This design comes from an exercise in tuning for small area on the open sky130 flow, not from production work. In this exercise RTL edits were held to simulation tests only and were not proved equivalent to the original. Power figures rest on the tool's default switching activity, not on a simulated workload.

// sap1_top
module sap1_top (
    input  wire        clk,
    input  wire        btnC,
    input  wire        btnR,
    input  wire        btnL,
    input  wire [15:0] sw,
    output wire        sclk,
    output wire        mosi,
    output wire        cs_n,
    output wire [6:0]  seg,
    output wire [3:0]  an,
    output wire [15:0] led
);
  localparam [2:0] IDLE = 3'd0, SELECT_PROG = 3'd1, INPUT_A = 3'd2, INPUT_B = 3'd3,
                   WRITE_RAM = 3'd4, EXECUTE = 3'd5, WRITE_WAIT = 3'd6;
  reg [3:0] rcnt;
  always @(posedge clk)
    if (btnC) rcnt <= 4'b0111;
    else rcnt <= {rcnt[2:0], rcnt[3] & rcnt[2]};
  wire rst = (rcnt != 4'd0);
  reg [5:0] q;
  reg       run;
  always @(posedge clk)
    if (rst) begin
      q   <= 6'd15;
      run <= 1'b0;
    end else begin
      q <= q + 6'd1;
      if (q[4:0] == 5'd14) run <= 1'b1;
    end
  wire       halt;
  wire       tick     = run & ~halt;
  wire       pe       = tick & (q[4:0] == 5'd15);
  wire       ne       = tick & (q[4:0] == 5'd31);
  wire       spi_evt  = tick & (q[4:0] == 5'd20);
  wire       sap1_clk = tick & (q[4] ^ (q[3:0] == 4'd15));
  localparam [15:0] BT_FB = 16'd61583;
  reg       rl, ll;
  reg [3:0] rr, lr;
  reg       rs, ls, rf, lf, rlat, llat;
  reg [1:0] rsy, lsy;
  always @(posedge clk)
    if (rst) begin
  ...
Size in the first run: about 930 cells after synthesis, roughly 180 flip-flops, about 50 I/O pins.
Settings: LEC_CHECK=0, CAP_MARGIN=20, CORE_MARGIN=2, CORE_UTILIZATION=65, CTS_BUF_LIST=sky130_fd_sc_hd__clkbuf_8, CTS_CLUSTER_DIAMETER=60, CTS_CLUSTER_SIZE=12, PLACE_DENSITY=0.75, SLEW_MARGIN=20; clock period 15.0 ns.
standard.sh (not shown) runs the stock make flow with config.mk's settings and CLKGATE_MAP_FILE= SYNTH_SCRIPT=/design/flow/synth_recipe.tcl, a recipe that flattens the netlist after the stock synthesis.
==> flow/flow/run.sh <==
#!/bin/bash
# Standard layout with these changes: synthesis maps the logic with an
# area-oriented abc script (flow/area.abc) and without the adder-cell step
# (registers are untouched), the ports are buffered with the smallest
# buffer, and the clock tree is built from mid-size buffers without dummy
# loads.
set -euo pipefail
export MY_ABC_SCRIPT="$PWD/flow/area.abc"
bash standard.sh SYNTH_SCRIPT="$PWD/flow/synth.tcl" ADDER_MAP_FILE= \
  BUFFER_PORTS_ARGS="-buffer_cell sky130_fd_sc_hd__buf_1" \
  CTS_ARGS="-sink_clustering_enable -repair_clock_nets -buf_list sky130_fd_sc_hd__clkbuf_8 -sink_clustering_size 12 -sink_clustering_max_diameter 60 -dont_use_dummy_load" \
  finish > make_flow.log 2>&1
==> flow/flow/area.abc <==
&get -n
&st
&syn3
&dch -f
&put
amap
topo
dnsize -c
==> flow/flow/synth.tcl <==
proc synth {args} { yosys synth -nofsm -noshare {*}$args }
proc abc {args} {
  if {[info exists ::env(MY_ABC_SCRIPT)]} {
    set i [lsearch -exact $args -script]
    if {$i >= 0} { lset args [expr {$i + 1}] $::env(MY_ABC_SCRIPT) }
  }
  yosys abc {*}$args
}
source $::env(SCRIPTS_DIR)/synth.tcl
# left out here: clear keep_hierarchy, flatten, clean up, hide names made inside functions, write 1_2_yosys.v
The baseline went through all stages and came out clean.
==> next run, changes <==
--- a/flow/design.v
+++ b/flow/design.v
@@ -85,19 +85,19 @@
       end else begin : g_unused
         assign sst[gi] = 1'b0;
       end
     end
   endgenerate
   reg [2:0] ist;
   reg       wen;
   reg       psng;
   reg [3:0] song;    
-  reg [2:0] wc;      
+  reg [7:0] inA;
   wire      ex = (ist == EXECUTE);
   wire      snap_ld;
   wire      wr_last;
   always @(posedge clk)
     if (rst) begin
       ist <= IDLE;
       wen <= 1'b0;
     end else if (pe) begin
       case (ist)
@@ -191,50 +191,47 @@
   wire       lt_i  = (~a_i & b_i) | (~(a_i ^ b_i) & cy & (q[2:0] != 3'd0));
   wire       alu_s = alu_w & (cst == 3'd5) & op_as;
   always @(posedge clk)
     if (pe && cst == 3'd5) cy <= op_sub;
     else if (alu_w && cst == 3'd4) cy <= lt_i;
     else if (alu_s) cy <= c_o;
   wire       pre_halt = ex & (cst == 3'd2) & op_hlt;
   wire       cv  = pre_halt & q[4] & (~q[3] | (q[2:0] == 3'd0));
   wire       cv0 = (q[3:0] == 4'd0);
-  wire [3:0] cv_u = cv0 ? 4'd0 : add3(song);
-  wire [3:0] cv_t = cv0 ? 4'd0 : add3({wc, psng});
-  wire [2:0] cv_h = cv0 ? 3'd0 : pc;
+  wire [3:0] cv_u = cv0 ? 4'd0 : add3(inA[3:0]);
+  wire [3:0] cv_t = cv0 ? 4'd0 : add3(inA[7:4]);
+  wire [2:0] cv_h = cv0 ? 3'd0 : song[2:0];
   wire [7:0] acc_r = {acc[1], acc[2], acc[3], acc[4], acc[5], acc[6], acc[7], acc[8]};
   wire       cv_b = q[3] ? acc[0] : acc_r[q[2:0]];
   always @(posedge clk)
-    if (cv) wc <= cv_t[2:0];
+    if (cv) inA <= {cv_t[2:0], cv_u[3], cv_u[2:0], cv_b};
     else if (pe) begin
-      if ((ist == SELECT_PROG && bR && sst[13]) || (ist == INPUT_B && bR)) wc <= 3'd0;
-      if (ist == WRITE_RAM) wc <= wc + 3'd1;
+      if (ist == INPUT_A && bR) inA <= sst[7:0];
+      if ((ist == SELECT_PROG && bR && sst[13]) || (ist == INPUT_B && bR)) inA[2:0] <= 3'd0;
+      if (ist == WRITE_RAM) inA[2:0] <= inA[2:0] + 3'd1;
     end
-  assign wr_last = (wc == (psng ? 3'd2 : 3'd7));
+  assign wr_last = (inA[2:0] == (psng ? 3'd2 : 3'd7));
   always @(posedge clk)
-    if (cv) begin
-      song <= {cv_u[2:0], cv_b};
-      psng <= cv_u[3];
-    end else if (pe) begin
+    if (cv) song[2:0] <= {cv_h[1:0], cv_t[3]};
+    else if (pe) begin
       if (ist == SELECT_PROG && bR) begin
         psng <= sst[13];
         if (sst[13]) song <= sst[5:2];
         else song[0] <= (sst[15:14] == 2'b10);
       end
     end
   always @(posedge clk)
     if (rst) cst <= 3'd0;
     else if (ne && ex) cst <= (cst == 3'd5) ? 3'd0 : cst + 3'd1;
   always @(posedge clk)
     if (rst) begin
       pc <= 3'd0; irk <= 1'b0; irn <= 4'd0;
       acc <= 9'd0; udf <= 1'b0;
-    end else if (cv) begin
-      pc <= {cv_h[1:0], cv_t[3]};
     end else if (pe && ex) begin
       case (cst)
         3'd1: pc <= pc + 3'd1;
         3'd2: begin
           irk <= ins[4];
           irn <= ins[3:0];
         end
         3'd5: if (op_as) udf <= op_sub & cy;
         default: ;
@@ -244,22 +241,23 @@
       if (q[2:0] == 3'd7) acc[8] <= ~op_sub & c_o;
     end
   wire a_pend = (pc == 3'd0) |
                 ((pc == 3'd1) & ((cst == 3'd1) | (((cst == 3'd2) | (cst == 3'd3)) & op_lda)));
   wire b_pend = (pc[2:1] == 2'd0) |
                 ((pc == 3'd2) & ((cst == 3'd1) | (((cst == 3'd2) | (cst == 3'd3)) & op_as)));
   wire commit_ab = pe & (ist == INPUT_B) & bR & ~bL;
   wire fetch_w = pe & ex & (cst == 3'd2);
   always @(posedge clk)
-    if (commit_ab && a_pend) ra <= rb;
+    if (commit_ab && a_pend) ra <= inA;
     else if (fetch_w && pc == 3'd1 && psng) ra <= 8'd0;
   always @(posedge clk)
-    if ((commit_ab && b_pend) || (pe && ist == INPUT_A && bR && a_pend)) rb <= sst[7:0];
+    if (commit_ab && b_pend) rb <= sst[7:0];
+    else if (fetch_w && pc == 3'd2 && psng) rb <= 8'd0;
   reg [5:0]  bc;     
   reg        sck;
   reg [10:0] snap;
   wire [2:0] s_pc  = snap[9:7];
   wire [2:0] s_cst = snap[2:0];
   wire       s_a   = (s_pc >= 3'd2) | ((s_pc == 3'd1) & ((s_cst == 3'd0) | (s_cst >= 3'd4)));
   wire       s_b   = (s_pc >= 3'd3) | ((s_pc == 3'd2) & ((s_cst == 3'd0) | (s_cst >= 3'd4)));
   wire       s_c   = (s_pc >= 3'd3) | ((s_pc == 3'd2) & ((s_cst == 3'd0) | (s_cst == 3'd5)));
   wire       sending = ~&bc;
@@ -324,19 +322,19 @@
         4'd5: add3 = 4'd8;
         4'd6: add3 = 4'd9;
         4'd7: add3 = 4'd10;
         4'd8: add3 = 4'd11;
         4'd9: add3 = 4'd12;
         default: add3 = d;
       endcase
     end
   endfunction
-  wire [10:0] bcd = {pc, wc, psng, song};
+  wire [10:0] bcd = {song[2:0], inA};
   wire        ge100 = (bcd[10:8] != 3'd0);
   wire        ge10  = ge100 | (bcd[7:4] != 4'd0);
   reg  [1:0] dsp;
   reg  [2:0] mode;
   always @(posedge clk) begin
     dsp  <= q[5:4];
     mode <= rst ? 3'd4 : halt ? 3'd7 : ist;
   end
   wire [3:0] nib = dsp[1] ? {1'b0, bcd[10:8]} : dsp[0] ? bcd[7:4] : bcd[3:0];
Synthesized area increases by a few percent.
Design area is higher by a few percent.
Worst setup slack got worse by 0.063 ns.
Synthesized cell count climbs slightly.
Critical path depth is higher by 2.
Total power came out higher by a few percent.

-- separate check: timing with driven ports --
In the flow no input, the clock included, has a driving cell. The finished layouts below were timed again as built, in two steps.
Step 1, drivers: a clkbuf_16 drives clk and a buf_2 each remaining input, both assumed.
Step 2, shift: input delay + t, output delay - t, t = (earliest + latest rising clock arrival at the registers) / 2. This alone moves slack from input paths to output paths.
Three values: ideal ports, drivers, drivers and shift; two values: the first two.
run	t (ns)	slack for setup (ns)	worst register clock-pin slew, ns	worst data-port slew with drivers (ns)
the first run	0.477	8.633 / 8.596 / 9.073	0.10 / 0.10	0.04
the second run	0.496	8.570 / 8.530 / 9.026	0.10 / 0.10	0.03
After both steps setup and hold are still met in every run listed.
